Background: an optimization exercise with open tools, aiming at small area, a short achievable clock period and few clock cycles. Do not read the settings as production practice. Function was not checked in any run shown here: the RTL went through the layout flow alone.

**design/flow/flow/run.sh**
```bash
#!/bin/bash
# The standard layout, with the smallest buffer on each port (the standard
# flow picks a delay cell). Each tool's own log stays under orfs/logs/.
set -euo pipefail
export BUFFER_PORTS_ARGS="-buffer_cell sky130_fd_sc_hd__buf_1"
bash standard.sh > flow.log 2>&1
```
**design/flow/standard.sh**
```bash
#!/bin/bash
# synth_recipe.tcl (not shown) runs the flow's synth.tcl, then flattens the netlist and writes it again
# the make line also repeats each setting of config.mk as NAME=value (left out here)
make -C /OpenROAD-flow-scripts/flow DESIGN_CONFIG=/design/flow/config.mk WORK_HOME=/design/flow/orfs CLKGATE_MAP_FILE= SYNTH_SCRIPT=/design/flow/synth_recipe.tcl "${@:-finish}"
```
**design/flow/config.mk**
```make
export PLATFORM = sky130hd
export DESIGN_NAME = muldiv
export DESIGN_NICKNAME = muldiv
export VERILOG_FILES = /design/flow/design.v
export SDC_FILE = /design/flow/constraint.sdc
export NUM_CORES = 4
export LEC_CHECK = 0
export CAP_MARGIN = 20
export CORE_MARGIN = 2
export CORE_UTILIZATION = 40
export PLACE_DENSITY = 0.6
export SLEW_MARGIN = 20
```
**design/flow/constraint.sdc**
```tcl
create_clock -name core_clock -period 5.0 [get_ports {clk}]
set_input_delay 1.0000 -clock core_clock [delete_from_list [all_inputs] [get_ports {clk}]]
set_output_delay 1.0000 -clock core_clock [all_outputs]
set_load 0.01 [all_outputs]
```
**design/flow/design.v**
```verilog
module muldiv (
    input  wire        clk,
    input  wire        rst,
    input  wire        start,
    input  wire        op,
    input  wire [31:0] a,
    input  wire [31:0] b,
    output reg         done,
    output reg         divby0,
    output wire [31:0] hi,
    output wire [31:0] lo
);
localparam IDLE = 3'd0, PREP = 3'd1, MSTEP = 3'd2, DSTEP = 3'd3, FIX1 = 3'd4, FIX2 = 3'd5;
reg  [2:0]  state;
reg  [31:0] H, L;
reg         Lx;           
reg  [32:0] Y;            
reg  [4:0]  cnt;          
reg         opr, an, bn;
reg         rs;           
reg         first;        
reg         bs1, bs2, bs4, bsc, binv, bcin;
assign hi = H;
assign lo = L;
function [4:0] blen;
    input [31:0] v;
    integer i;
    begin
        blen = 5'd0;
        for (i = 0; i < 31; i = i + 1)
            if (v[i] ^ v[31]) blen = i + 1;
    end
endfunction
wire [4:0] lza = blen(a);
wire [4:0] lzb = blen(b);
wire       pa  = a[31] & ~|(~a[31:1] & a[30:0]);
wire [5:0] La0 = {1'b0, lza} + {5'd0, op & pa};
wire [5:0] Lb0 = {1'b0, lzb} | {5'd0, op & (lzb == 5'd0)};
wire       zq0 = (lza < lzb) & ~pa;
wire       by0 = (b == 32'd0);
reg  [5:0] La, Lb;
reg        zqf;                  
wire [6:0] kd  = {1'b0, La} - {1'b0, Lb};
wire       zq  = kd[6];          
wire       swp = kd[6];          
wire [4:0] lm  = swp ? La[4:0] : Lb[4:0];
wire [4:0] cnt0 = opr ? kd[4:0] : {1'b0, lm[4:1]};
wire [35:0] Yx = {{3{Y[32]}}, Y};
wire [35:0] X  = ({36{bs1}} & Yx)
               | ({36{bs2}} & {Yx[34:0], 1'b0})
               | ({36{bs4}} & {Yx[33:0], 2'b00})
               | {34'd0, bsc, bsc};
wire [35:0] Bop = X ^ {36{binv}};
wire [35:0] Aop = {Lx, Lx, Lx, L, 2'b00};
wire [35:0] S   = Aop + Bop + {35'd0, bcin};
wire [4:0]  shamt = opr ? kd[4:0] : {~lm[4:1], 1'b0};
wire [32:0] shin  = (opr | ~swp) ? Y : {L[31], L};
wire [32:0] shout = shin << shamt;
wire [29:0] Hsh = H[29:0];
wire [29:0] Hp1 = Hsh + 30'd1;
wire [29:0] Hm1 = Hsh - 30'd1;
wire [29:0] Hc  = (S[35:34] == 2'b01) ? Hp1 : (S[35:34] == 2'b11) ? Hm1 : Hsh;
reg  [29:0] mask;
integer mi;
always @(*) begin
    for (mi = 0; mi < 30; mi = mi + 1)
        mask[mi] = ({cnt, 1'b0} <= (6'd29 - mi));
end
wire [31:0] Hmul = {(mask & Hc) | (~mask & Hsh), S[33:32]};
function [2:0] booth;    
    input [2:0] x;
    begin
        booth[2] = x[1] ^ x[0];
        booth[1] = (x[2] & ~x[1] & ~x[0]) | (~x[2] & x[1] & x[0]);
        booth[0] = x[2] & ~(x[1] & x[0]);
    end
endfunction
wire [2:0] bprep = booth({shout[31:30], shout[29] & (lm[4:1] != 4'd0)});
wire [2:0] bstep = booth({H[29:28], H[27] & (cnt != 5'd1)});
wire nq  = an ^ bn;
wire sub = ~nq;
wire rsn = an ? (S[35] | (S[35:2] == 34'd0)) : ~S[35];
always @(posedge clk) begin
    if (rst) begin
        state  <= IDLE;
        done   <= 1'b0;
        divby0 <= 1'b0;
    end else begin
        done <= 1'b0;
        case (state)
            IDLE: if (start) begin
                divby0 <= op & by0;
                if (op & by0) begin
                    done <= 1'b1;
                end else begin
                    state <= PREP;
                end
            end
            PREP: begin
                if (!opr)           state <= MSTEP;
                else if (zq & zqf) begin
                    state <= IDLE;
                    done  <= 1'b1;
                end else if (zq)    state <= FIX1;
                else                state <= DSTEP;
            end
            MSTEP: if (cnt == 5'd0) begin
                state <= IDLE;
                done  <= 1'b1;
            end
            DSTEP: if (cnt == 5'd0) state <= FIX1;
            FIX1: if (nq) state <= FIX2;
                  else begin
                      state <= IDLE;
                      done  <= 1'b1;
                  end
            FIX2: begin
                state <= IDLE;
                done  <= 1'b1;
            end
            default: state <= IDLE;
        endcase
    end
end
always @(posedge clk) begin
    {bs1, bs2, bs4, bsc, binv, bcin} <= 6'd0;
    case (state)
        IDLE: begin
            L   <= a;
            Lx  <= a[31];
            Y   <= {b[31], b};
            opr <= op;
            an  <= a[31];
            bn  <= b[31];
            La  <= La0;
            Lb  <= Lb0;
            zqf <= zq0;
        end
        PREP: begin
            cnt <= cnt0;
            if (!opr) begin
                H  <= shout[31:0];
                if (!swp) Y <= {L[31], L};
                L  <= 32'd0;
                Lx <= 1'b0;
                {bs1, bs2, binv} <= bprep;
                bcin <= bprep[0];
            end else if (zq & zqf) begin
                H  <= S[33:2];
                L  <= 32'd0;
            end else begin
                Y  <= shout;
                {Lx, L} <= S[34:2];
                H  <= {32{nq}};
                rs    <= 1'b0;
                first <= 1'b1;
                bs4  <= ~zq;
                binv <= ~zq & sub;
                bcin <= ~zq & sub;
            end
        end
        MSTEP: begin
            H <= Hmul;
            L <= S[31:0];
            cnt <= cnt - 5'd1;
            {bs1, bs2, binv} <= bstep;
            bcin <= bstep[0];
        end
        DSTEP: begin
            {Lx, L} <= S[34:2];
            H     <= {H[30:0], (rs & ~first) ^ nq};
            rs    <= rsn;
            first <= 1'b0;
            cnt   <= cnt - 5'd1;
            if (cnt != 5'd0) Y <= {Y[32], Y[32:1]};
            bs4  <= (cnt != 5'd0) | ~rsn;
            binv <= rsn ^ bn ^ an;
            bcin <= rsn ^ bn ^ an;
        end
        FIX1: begin
            H <= S[33:2];
            L <= {H[30:0], rs ^ nq};
            bsc  <= 1'b1;
            bcin <= 1'b1;
        end
        FIX2: begin
            L <= S[33:2];
        end
        default: ;
    endcase
end
endmodule
```
==> results of run 1 <==
-- per-layer routing --
layer / vias to the layer above / wire [microns]
met5: - / 0
met4: 0 / 3380
met3: 171 / 7760
met2: 1102 / 33000
met1: 8979 / 31900
li1: 8420 / -
-- final timing paths --
kind | start | end | slack [ns]
worst min-delay path | divby0$_SDFFE_PP0P_ | divby0$_SDFFE_PP0P_ | 0.46
worst max register to register | bs1$_DFF_P_ | H[28]$_DFFE_PP_ | 0.19
worst max-delay path | bs1$_DFF_P_ | H[28]$_DFFE_PP_ | 0.19
worst min register to register | divby0$_SDFFE_PP0P_ | divby0$_SDFFE_PP0P_ | 0.46
-- through the flow --
step / instance area [sq um] / hold WS (ns) / cells / utilization
floorplan: 16300 / 0.470 / 2178 / -
detailed placement: 17700 / 0.451 / 2773 / 0.443
finish: 18300 / 0.455 / 2805 / 0.459
CTS: 18300 / 0.461 / 2805 / 0.458
global placement: 17700 / 0.446 / 2773 / 0.443
global route: 18300 / 0.477 / 2805 / 0.459
-- layout make-up --
cell class | count | area [sq um]
Fill cell | 4071 | 21600
Tap cell | 525 | 657
Multi-Input combinational cell | 1817 | 11600
Clock buffer | 18 | 439
Inverter | 59 | 221
Timing Repair Buffer | 241 | 1430
Sequential cell | 131 | 3830
Clock inverter | 14 | 185
-- registers in the layout, summed over array words and instances (netlist names), 3 cells and up --
signal / cells
state: 3
H: 32
cnt: 5
La: 6
Lb: 5
L: 32
Y: 33
-- cell usage after synthesis (16+ instances only) --
cell / number / share of area
sky130_fd_sc_hd__o211ai_1: 22 / 0.010
sky130_fd_sc_hd__a21o_1: 36 / 0.017
sky130_fd_sc_hd__o21ai_1: 23 / 0.0071
sky130_fd_sc_hd__a211oi_1: 23 / 0.011
sky130_fd_sc_hd__nand3_1: 71 / 0.022
sky130_fd_sc_hd__mux2i_1: 59 / 0.036
sky130_fd_sc_hd__o21a_1: 28 / 0.013
sky130_fd_sc_hd__nand2b_1: 21 / 0.0081
sky130_fd_sc_hd__xor2_1: 25 / 0.013
sky130_fd_sc_hd__or3_1: 28 / 0.011
sky130_fd_sc_hd__and3_1: 22 / 0.0085
sky130_fd_sc_hd__nand4_1: 22 / 0.0085
sky130_fd_sc_hd__or4_1: 16 / 0.0074
sky130_fd_sc_hd__nor4_1: 19 / 0.0073
sky130_fd_sc_hd__a221oi_1: 35 / 0.019
sky130_fd_sc_hd__clkbuf_1: 135 / 0.031
sky130_fd_sc_hd__mux2_2: 17 / 0.012
sky130_fd_sc_hd__xnor2_1: 77 / 0.041
sky130_fd_sc_hd__a31oi_1: 23 / 0.0089
sky130_fd_sc_hd__o22ai_1: 29 / 0.011
sky130_fd_sc_hd__nor2_1: 185 / 0.043
sky130_fd_sc_hd__ha_1: 56 / 0.043
sky130_fd_sc_hd__buf_2: 16 / 0.0049
sky130_fd_sc_hd__inv_1: 55 / 0.013
sky130_fd_sc_hd__o21ai_0: 169 / 0.052
sky130_fd_sc_hd__nand2_1: 278 / 0.064
sky130_fd_sc_hd__a21oi_1: 226 / 0.070
sky130_fd_sc_hd__a222oi_1: 39 / 0.024
sky130_fd_sc_hd__edfxtp_1: 120 / 0.22
sky130_fd_sc_hd__nor3_1: 48 / 0.015
sky130_fd_sc_hd__and2_1: 16 / 0.0062
-- critical path, stage by stage, from the launching register on --
cell and delay, ns:
sky130_fd_sc_hd__dfxtp_1 0.32, sky130_fd_sc_hd__buf_12 0.17, sky130_fd_sc_hd__a222oi_1 0.42, sky130_fd_sc_hd__xnor2_1 0.11, sky130_fd_sc_hd__ha_1 0.42, sky130_fd_sc_hd__inv_1 0.11, sky130_fd_sc_hd__o21bai_1 0.19, sky130_fd_sc_hd__a21oi_2 0.10
sky130_fd_sc_hd__o21a_1 0.27, sky130_fd_sc_hd__o211ai_4 0.38, sky130_fd_sc_hd__a21oi_4 0.16, sky130_fd_sc_hd__a211oi_2 0.32, sky130_fd_sc_hd__nand2_1 0.19, sky130_fd_sc_hd__or4_1 0.55, sky130_fd_sc_hd__a2111oi_2 0.33, sky130_fd_sc_hd__mux2_1 0.35
sky130_fd_sc_hd__and3_1 0.17
-- cell families after synthesis --
family	count (synthesis)
xor+xnor	103
flops	131
fa+ha+maj	57
buf+inv	230
simple gates	772
compound gates	801
mux	84
-- timing repair --
action	4_1_cts	5_1_grt
resized for setup	0	6
buffers inserted	0	0
endpoints found under the hold margin	0	0
endpoints found under the setup margin	0	9
==> flow_summary.rst, run 1 <==
.. list-table::
   :header-rows: 1

   * - Metric
     - Value
   * - Status
     - finished clean
   * - Pre-CTS WS
     - -0.176 ns
   * - Die Footprint
     - about 0.042 sq mm
   * - Total track usage
     - 0.354
   * - Worst clock skew
     - between 0.015 and 0.02 ns
   * - Count of unique library cells instantiated by Yosys
     - between 100 and 150
   * - Required time of the critical path
     - 5.21 ns
   * - GR peak layer
     - met2
   * - Async S/R FF share, synth
     - 0
   * - Via count of the first global-routing pass
     - roughly 17000
   * - Count of flip-flops with a built-in enable after synthesis
     - 120
   * - TritonCTS clock tree
     - done
   * - Total global routing overflow
     - 0
   * - Post-synthesis compound-gate area fraction
     - 0.328
   * - Post-synthesis mux area share
     - 0.0557
   * - Most common cell after layout, fill and taps aside
     - sky130_fd_sc_hd__nand2_1
   * - Via count
     - 18700
   * - Synth Area in Adders
     - 0.0443
   * - Number of max-slew violations in the final report
     - 0
   * - Commonest cells after routing, fill and taps aside
     - sky130_fd_sc_hd__nand2_1, sky130_fd_sc_hd__a21oi_1, sky130_fd_sc_hd__nor2_1
   * - Sequential area share after synthesis
     - 0.235
   * - Fraction of layout instances using a drive strength above 1
     - 0.0912
   * - Number of H-tree levels
     - 4
   * - Met3 usage
     - 0.0591
   * - Highest attainable clock frequency
     - between 0.2 and 0.25 GHz
   * - Worst Tran Pin Value
     - 0.922 ns
   * - Syn Inst Count
     - between 2000 and 2500
   * - Critical path type
     - flop to flop
   * - Post-route minimum period
     - 4.81 ns
   * - Drt initial violations
     - a little over 3000
   * - Largest net degree at the start of global routing
     - between 50 and 60
   * - Synthesized flop and latch total
     - about 130
   * - Final-layout setup total negative slack
     - 0 ns
   * - Synthesized-area fraction occupied by and/or/nand/nor cells
     - 0.224
   * - Via-to-Cell Ratio
     - 6.66
   * - Number of warnings printed during yosys synthesis
     - 1
   * - Cell area after synthesis
     - roughly 0.016 sq mm
   * - Die span in y
     - 206 microns
   * - Grt met1 use
     - 0.493
   * - Buffer type at the clock tree root
     - sky130_fd_sc_hd__clkbuf_16
   * - Setup WS post-layout
     - between 0.15 and 0.2 ns
   * - Number of stages on the worst hold path
     - 2
   * - First-pass detailed-route iteration total
     - 10
   * - Antenna violations before repair
     - 0
   * - Clock buffer count from CTS
     - 17
   * - Drt wl/cell
     - between 20 and 30 microns
   * - Largest family of logic cells by synthesized area
     - compound AO/OA/AOI/OAI gates
   * - Min-delay worst type
     - flop to flop
   * - # nets final
     - roughly 2400
   * - Clock latency of the later-clocked register in the worst-skew pair
     - ~0.46 ns
   * - Cell Rows
     - between 70 and 80
   * - CP Launch Type
     - flop
   * - Maximum Capacitance Violations
     - 0
   * - IO Count
     - about 130
   * - CTS hold repair buffers
     - 0
   * - Wire length of the first global-routing pass
     - roughly 110000 microns
   * - RSZ-0062 raised after global routing
     - yes
   * - Worst reg2reg path depth
     - 16
   * - Clock sinks
     - approximately 130
   * - Effective utilization at floorplan
     - 0.407
   * - Antenna diode count
     - 0
   * - Syn avg cell area
     - 7.46 sq um
   * - Drt drc
     - 0
   * - Buffers added on ports
     - between 100 and 150
   * - Area grow syn2layout
     - 12.7%
   * - Nets in the synthesized netlist
     - between 2000 and 2500
   * - Slew margin rel.
     - 0.381
   * - Final estimated routing congestion in global placement
     - ~1
   * - Global Route met2 Usage
     - 0.538
   * - Type of destination of the critical path
     - flop
   * - Aggregate routed wire length
     - roughly 76000 microns
   * - Dominant register cell in the synthesized netlist
     - sky130_fd_sc_hd__edfxtp_1
   * - Maximum fanout along the worst path
     - 35
   * - Core Region
     - between 0.03 and 0.04 sq mm
   * - Final hold violations
     - 0
   * - Detail Placement HPWL
     - 59000 microns
   * - Bufs on Longest Clock Path
     - 2
   * - Ratio of final minimum period to clock period
     - 0.962
   * - Number of nets still failing antenna checks after routing
     - 0
   * - Overall die width
     - between 200 and 250 microns
   * - Clock transition at the registers of the reported paths
     - roughly 0.07 ns
   * - Xor-xnor portion of the synthesized cell area
     - 0.0560
   * - Setup violators final
     - 0
   * - Crit path arrival time
     - 5.02 ns
==> inputs of run 2 (changes only) <==
--- a/design/flow/config.mk
+++ b/design/flow/config.mk
@@ -10,3 +10,4 @@
 export CORE_UTILIZATION = 40
 export PLACE_DENSITY = 0.6
+export SETUP_SLACK_MARGIN = 0.5
 export SLEW_MARGIN = 20
==> run 2 against run 1 <==
First-iteration DRC count rose by 4.7%. Highest routed layer is now met5. Register-to-register slack better by 0.32 ns. Clock skew decreased by 0.0051 ns. Still clean on timing, DRC and antenna. Synthesized cell count unchanged. Flip-flop and latch count is the same. Global-route usage is 1.5 points higher. Maximum frequency grew 7.1%. Via count grew 4.3%.
==> flow_summary.rst, run 2 <==
.. list-table::
   :header-rows: 1

   * - Metric
     - Value
   * - CP Launch Type
     - flop (unchanged)
   * - Bufs on Longest Clock Path
     - 2 (unchanged)
   * - Worst r2r src
     - bs1$_DFF_P_ (unchanged)
   * - Maximum fanout along the worst path
     - 7 (was 35)
   * - Area grow syn2layout
     - 20.1% (was 12.7%)
   * - Sequential area share after synthesis
     - 0.235 (unchanged)
   * - Worst clock skew
     - 0.0107 ns (was 0.0158 ns)
   * - Clock latency of the later-clocked register in the worst-skew pair
     - 0.46 ns (about the same)
   * - Cell-by-cell trace of the critical path
     - clkbuf_16, a222oi_1, xnor2_1, ha_1, a21o_1, a21oi_2, o21bai_1, a21oi_2, o21a_2, o211ai_4, a21oi_4, a211oi_4, nand2_4, or4_4, a2111oi_4, mux2_4, and3_1 (was buf_12, a222oi_1, xnor2_1, ha_1, inv_1, o21bai_1, a21oi_2, o21a_1, o211ai_4, a21oi_4, a211oi_2, nand2_1, or4_1, a2111oi_2, mux2_1, and3_1)
   * - Antenna diode count
     - 0 (unchanged)
   * - Biggest area contributors in the synthesized netlist
     - sky130_fd_sc_hd__edfxtp_1, sky130_fd_sc_hd__a21oi_1, sky130_fd_sc_hd__nand2_1, sky130_fd_sc_hd__o21ai_0, sky130_fd_sc_hd__ha_1 (unchanged)
   * - Effective utilization at floorplan
     - 0.407 (unchanged)
   * - Min-delay worst type
     - flop to flop (unchanged)
   * - Final hold violations
     - 0 (unchanged)
   * - Setup violators final
     - 0 (unchanged)
   * - Drt initial violations
     - 3171 (was 3029)
   * - Number of H-tree levels
     - 4 (unchanged)
   * - Largest net degree at the start of global routing
     - 58 (unchanged)
   * - Via count of the first global-routing pass
     - 17300 (was 16800)
   * - Registers with the most flip-flops
     - Y (33), H (32), L (32) (unchanged)
   * - Worst Path Buf+Inv
     - 1 (was 2)
   * - Fraction of layout instances using a drive strength above 1
     - 0.161 (was 0.0912)
   * - Drt wl/cell
     - 28.2 microns (was 27.1 microns)
   * - Cell with the largest stage delay on the worst path
     - sky130_fd_sc_hd__or4_4 (was sky130_fd_sc_hd__or4_1)
   * - RSZ-0062 raised after global routing
     - yes (unchanged)
   * - Number of warnings printed during yosys synthesis
     - 1 (unchanged)
   * - Count of flip-flops with a built-in enable after synthesis
     - 120 (unchanged)
   * - Area post-placement
     - 0.0178 sq mm (was 0.0177 sq mm)
   * - Dominant cell type by area after synthesis
     - sky130_fd_sc_hd__edfxtp_1 (unchanged)
   * - Share of the synthesized area in the top cell type
     - 0.222 (unchanged)
   * - Final core utilization
     - 0.489 (was 0.459)
   * - Post-route met1 wirelength
     - 33400 microns (was 31900 microns)
   * - Wire length of the first global-routing pass
     - 114000 microns (was 110000 microns)
   * - Clock transition at the registers of the reported paths
     - 0.06 ns (was 0.07 ns)
   * - Critical Path Max Stage Delay
     - 0.44 ns (was 0.55 ns)
   * - Buffers added on ports
     - 133 (unchanged)
   * - Most common library cells after synthesis
     - sky130_fd_sc_hd__nand2_1, sky130_fd_sc_hd__a21oi_1, sky130_fd_sc_hd__nor2_1 (unchanged)
   * - Filler Cell Count
     - 3999 (was 4071)
   * - Status
     - finished clean (unchanged)
   * - Async S/R FF share, synth
     - 0 (unchanged)
   * - Uppermost layer routed
     - met5 (was met4)
   * - Total non-filler cell area in the finished layout
     - 0.0195 sq mm (was 0.0183 sq mm)
   * - Routed length on met3
     - 8990 microns (was 7760 microns)
   * - Syn Inst Count
     - 2178 (unchanged)
   * - Most common cell on crit path
     - sky130_fd_sc_hd__a21oi_2
   * - Maximum Capacitance Violations
     - 0 (unchanged)
   * - Worst Tran Pin Value
     - 1.09 ns (was 0.922 ns)
   * - Detail Placement HPWL
     - 61300 microns (was 59000 microns)
   * - Die span in y
     - 206 microns (unchanged)
   * - Post-layout instance count excluding filler cells
     - 2880 (was 2805)
   * - Highest attainable clock frequency
     - 0.223 GHz (was 0.208 GHz)
   * - First-pass detailed-route iteration total
     - 9 (was 10)
   * - Most common cell after layout, fill and taps aside
     - sky130_fd_sc_hd__nand2_1 (unchanged)
   * - Cell Count Post-Placement
     - 2790 (was 2773)
   * - Crit path arrival time
     - 4.70 ns (was 5.02 ns)
   * - Type of destination of the critical path
     - flop (unchanged)
   * - Clock buffer count from CTS
     - 17 (unchanged)
   * - Buffer type at the clock tree root
     - sky130_fd_sc_hd__clkbuf_16 (unchanged)
   * - Core Region
     - 0.0399 sq mm (unchanged)
   * - Final estimated routing congestion in global placement
     - 1.04 (was 1.02)
   * - Critical Path Start
     - bs1$_DFF_P_ (unchanged)
   * - Overall die width
     - 206 microns (unchanged)
   * - Antenna violations before repair
     - 2 (was 0)
   * - Die Footprint
     - 0.0423 sq mm (unchanged)
   * - Via-to-Cell Ratio
     - 6.76 (was 6.66)
   * - Count of unique library cells instantiated by Yosys
     - 104 (unchanged)
   * - Ratio of final minimum period to clock period
     - 0.899 (was 0.962)
   * - Drt drc
     - 0 (unchanged)
   * - Clock sinks
     - 131 (unchanged)
   * - Number of max-slew violations in the final report
     - 0 (unchanged)
   * - Dominant register cell in the synthesized netlist
     - sky130_fd_sc_hd__edfxtp_1 (unchanged)
   * - Post-route minimum period
     - 4.49 ns (was 4.81 ns)
   * - Number of nets still failing antenna checks after routing
     - 0 (unchanged)
   * - WHS
     - 0.485 ns (was 0.455 ns)
   * - Critical path type
     - flop to flop (unchanged)
   * - Nets in the synthesized netlist
     - 2303 (unchanged)
   * - Most common cell in the synthesized netlist
     - sky130_fd_sc_hd__nand2_1 (unchanged)
   * - Register containing the most flip-flops in the final layout
     - Y (unchanged)
   * - Origin of the worst min-delay path
     - divby0$_SDFFE_PP0P_ (unchanged)
   * - Flip-flop count of the largest register after layout
     - 33 (unchanged)
   * - IO Count
     - 134 (unchanged)
   * - Via count
     - 19500 (was 18700)
   * - Syn avg cell area
     - 7.46 sq um (unchanged)
   * - Aggregate routed wire length
     - 81100 microns (was 76000 microns)
   * - Cell area after synthesis
     - 0.0163 sq mm (unchanged)
   * - Cell class contributing the biggest share of worst-path delay
     - compound AO/OA/AOI/OAI gates (unchanged)
   * - Commonest cells after routing, fill and taps aside
     - sky130_fd_sc_hd__nand2_1, sky130_fd_sc_hd__a21oi_1, sky130_fd_sc_hd__nor2_1 (unchanged)
   * - Cell Rows
     - 73 (unchanged)
   * - # nets final
     - 2467 (was 2392)
   * - WL met2
     - 34400 microns (was 33000 microns)
   * - Synthesized flop and latch total
     - 131 (unchanged)
   * - TritonCTS clock tree
     - done (unchanged)
   * - Total track usage
     - 0.369 (was 0.354)
   * - Total global routing overflow
     - 0 (unchanged)
   * - Final-layout setup total negative slack
     - 0 ns (unchanged)
   * - Slew margin rel.
     - 0.269 (was 0.381)
   * - Required time of the critical path
     - 5.21 ns (about the same)
## run 2: per-stage QoR
stage / worst slack, ns
final: 0.507
after CTS: 0.490
after global routing: 0.364
after floorplan: 0.534
after global placement: 0.122
after detailed placement: 0.109
## run 2: cells by family (layout without fill, tap and decap cells)
logic type	Yosys count	after routing	synth area share
compound gates	801	801	0.328
xor+xnor	103	103	0.0560
fa+ha+maj	57	57	0.0443
buf+inv	230	407	0.0567
flops	131	131	0.235
mux	84	84	0.0557
simple gates	772	772	0.224
## run 2: final cells by class
cell class / count / area, sq um / share of cell area
multi-input cells: 1817 / 12100 / 0.620
flip-flops and latches: 131 / 3830 / 0.196
repair buffers: 316 / 2100 / 0.108
well taps: 525 / 657 / 0.0337
clock buffers: 19 / 453 / 0.0232
inverters: 59 / 221 / 0.0113
clock inverters: 13 / 158 / 0.00808
## run 2: worst paths after layout
path / end / slack (ns) / depth (start not counted)
worst max-delay path: H[28]$_DFFE_PP_ / 0.51 / 17
worst min-delay path: divby0$_SDFFE_PP0P_ / 0.49 / 2
worst max register to register: H[28]$_DFFE_PP_ / 0.51 / 17
worst min register to register: divby0$_SDFFE_PP0P_ / 0.49 / 2
## run 2: repair_timing
item | CTS | global route
setup buffers | 6 | 46
gates cloned | 1 | 4
hold buffers | 0 | 0
endpoints found under the setup margin | 15 | 44
pin swaps | 6 | 60
resized for setup | 15 | 125
## run 2: per-layer routing
layer,track usage,up-vias
li1,-,8566
met1,0.519,9421
met2,0.542,1268
met3,0.0646,210
met4,0.184,2
met5,0,-
## run 2: worst register-to-register path: stages (launching register included)
cell and delay (ns):
sky130_fd_sc_hd__dfxtp_4 0.39, sky130_fd_sc_hd__clkbuf_16 0.18, sky130_fd_sc_hd__a222oi_1 0.36, sky130_fd_sc_hd__xnor2_1 0.13
sky130_fd_sc_hd__ha_1 0.31, sky130_fd_sc_hd__a21o_1 0.14, sky130_fd_sc_hd__a21oi_2 0.07, sky130_fd_sc_hd__o21bai_1 0.18
sky130_fd_sc_hd__a21oi_2 0.10, sky130_fd_sc_hd__o21a_2 0.25, sky130_fd_sc_hd__o211ai_4 0.25, sky130_fd_sc_hd__a21oi_4 0.12
sky130_fd_sc_hd__a211oi_4 0.32, sky130_fd_sc_hd__nand2_4 0.12, sky130_fd_sc_hd__or4_4 0.44, sky130_fd_sc_hd__a2111oi_4 0.40
sky130_fd_sc_hd__mux2_4 0.33, sky130_fd_sc_hd__and3_1 0.16

re-timing with driven ports:
How much do the figures lean on ideal ports? The routed layouts below were timed once more, with nothing changed but the port constraints.
Step 1 assumes that a clkbuf_16 drives the clock port and a buf_2 every other input.
Step 2 adds t to the input delays and takes it off the output delays; t is the mean of the earliest and latest rising clock arrival at the registers after step 1. Input paths then give back, and output paths get back, about the clock's delay inside the block.
Three values: no drivers, after step 1, after step 2; two values: the first two.
| run | t (ns) | setup WS [ns] | latest minus earliest clock arrival (ns) |
|---|---|---|---|
| run 1 | 0.506 | 0.189 / 0.189 / -0.126 | 0.016 / 0.016 |
| run 2 | 0.502 | 0.507 / 0.507 / 0.235 | 0.010 / 0.011 |
Met with ideal ports but missed after step 2: setup timing in run 1. For run 1, which loses most, drivers alone change the setup slack by 0.000 ns; drivers and shift together by -0.315 ns.
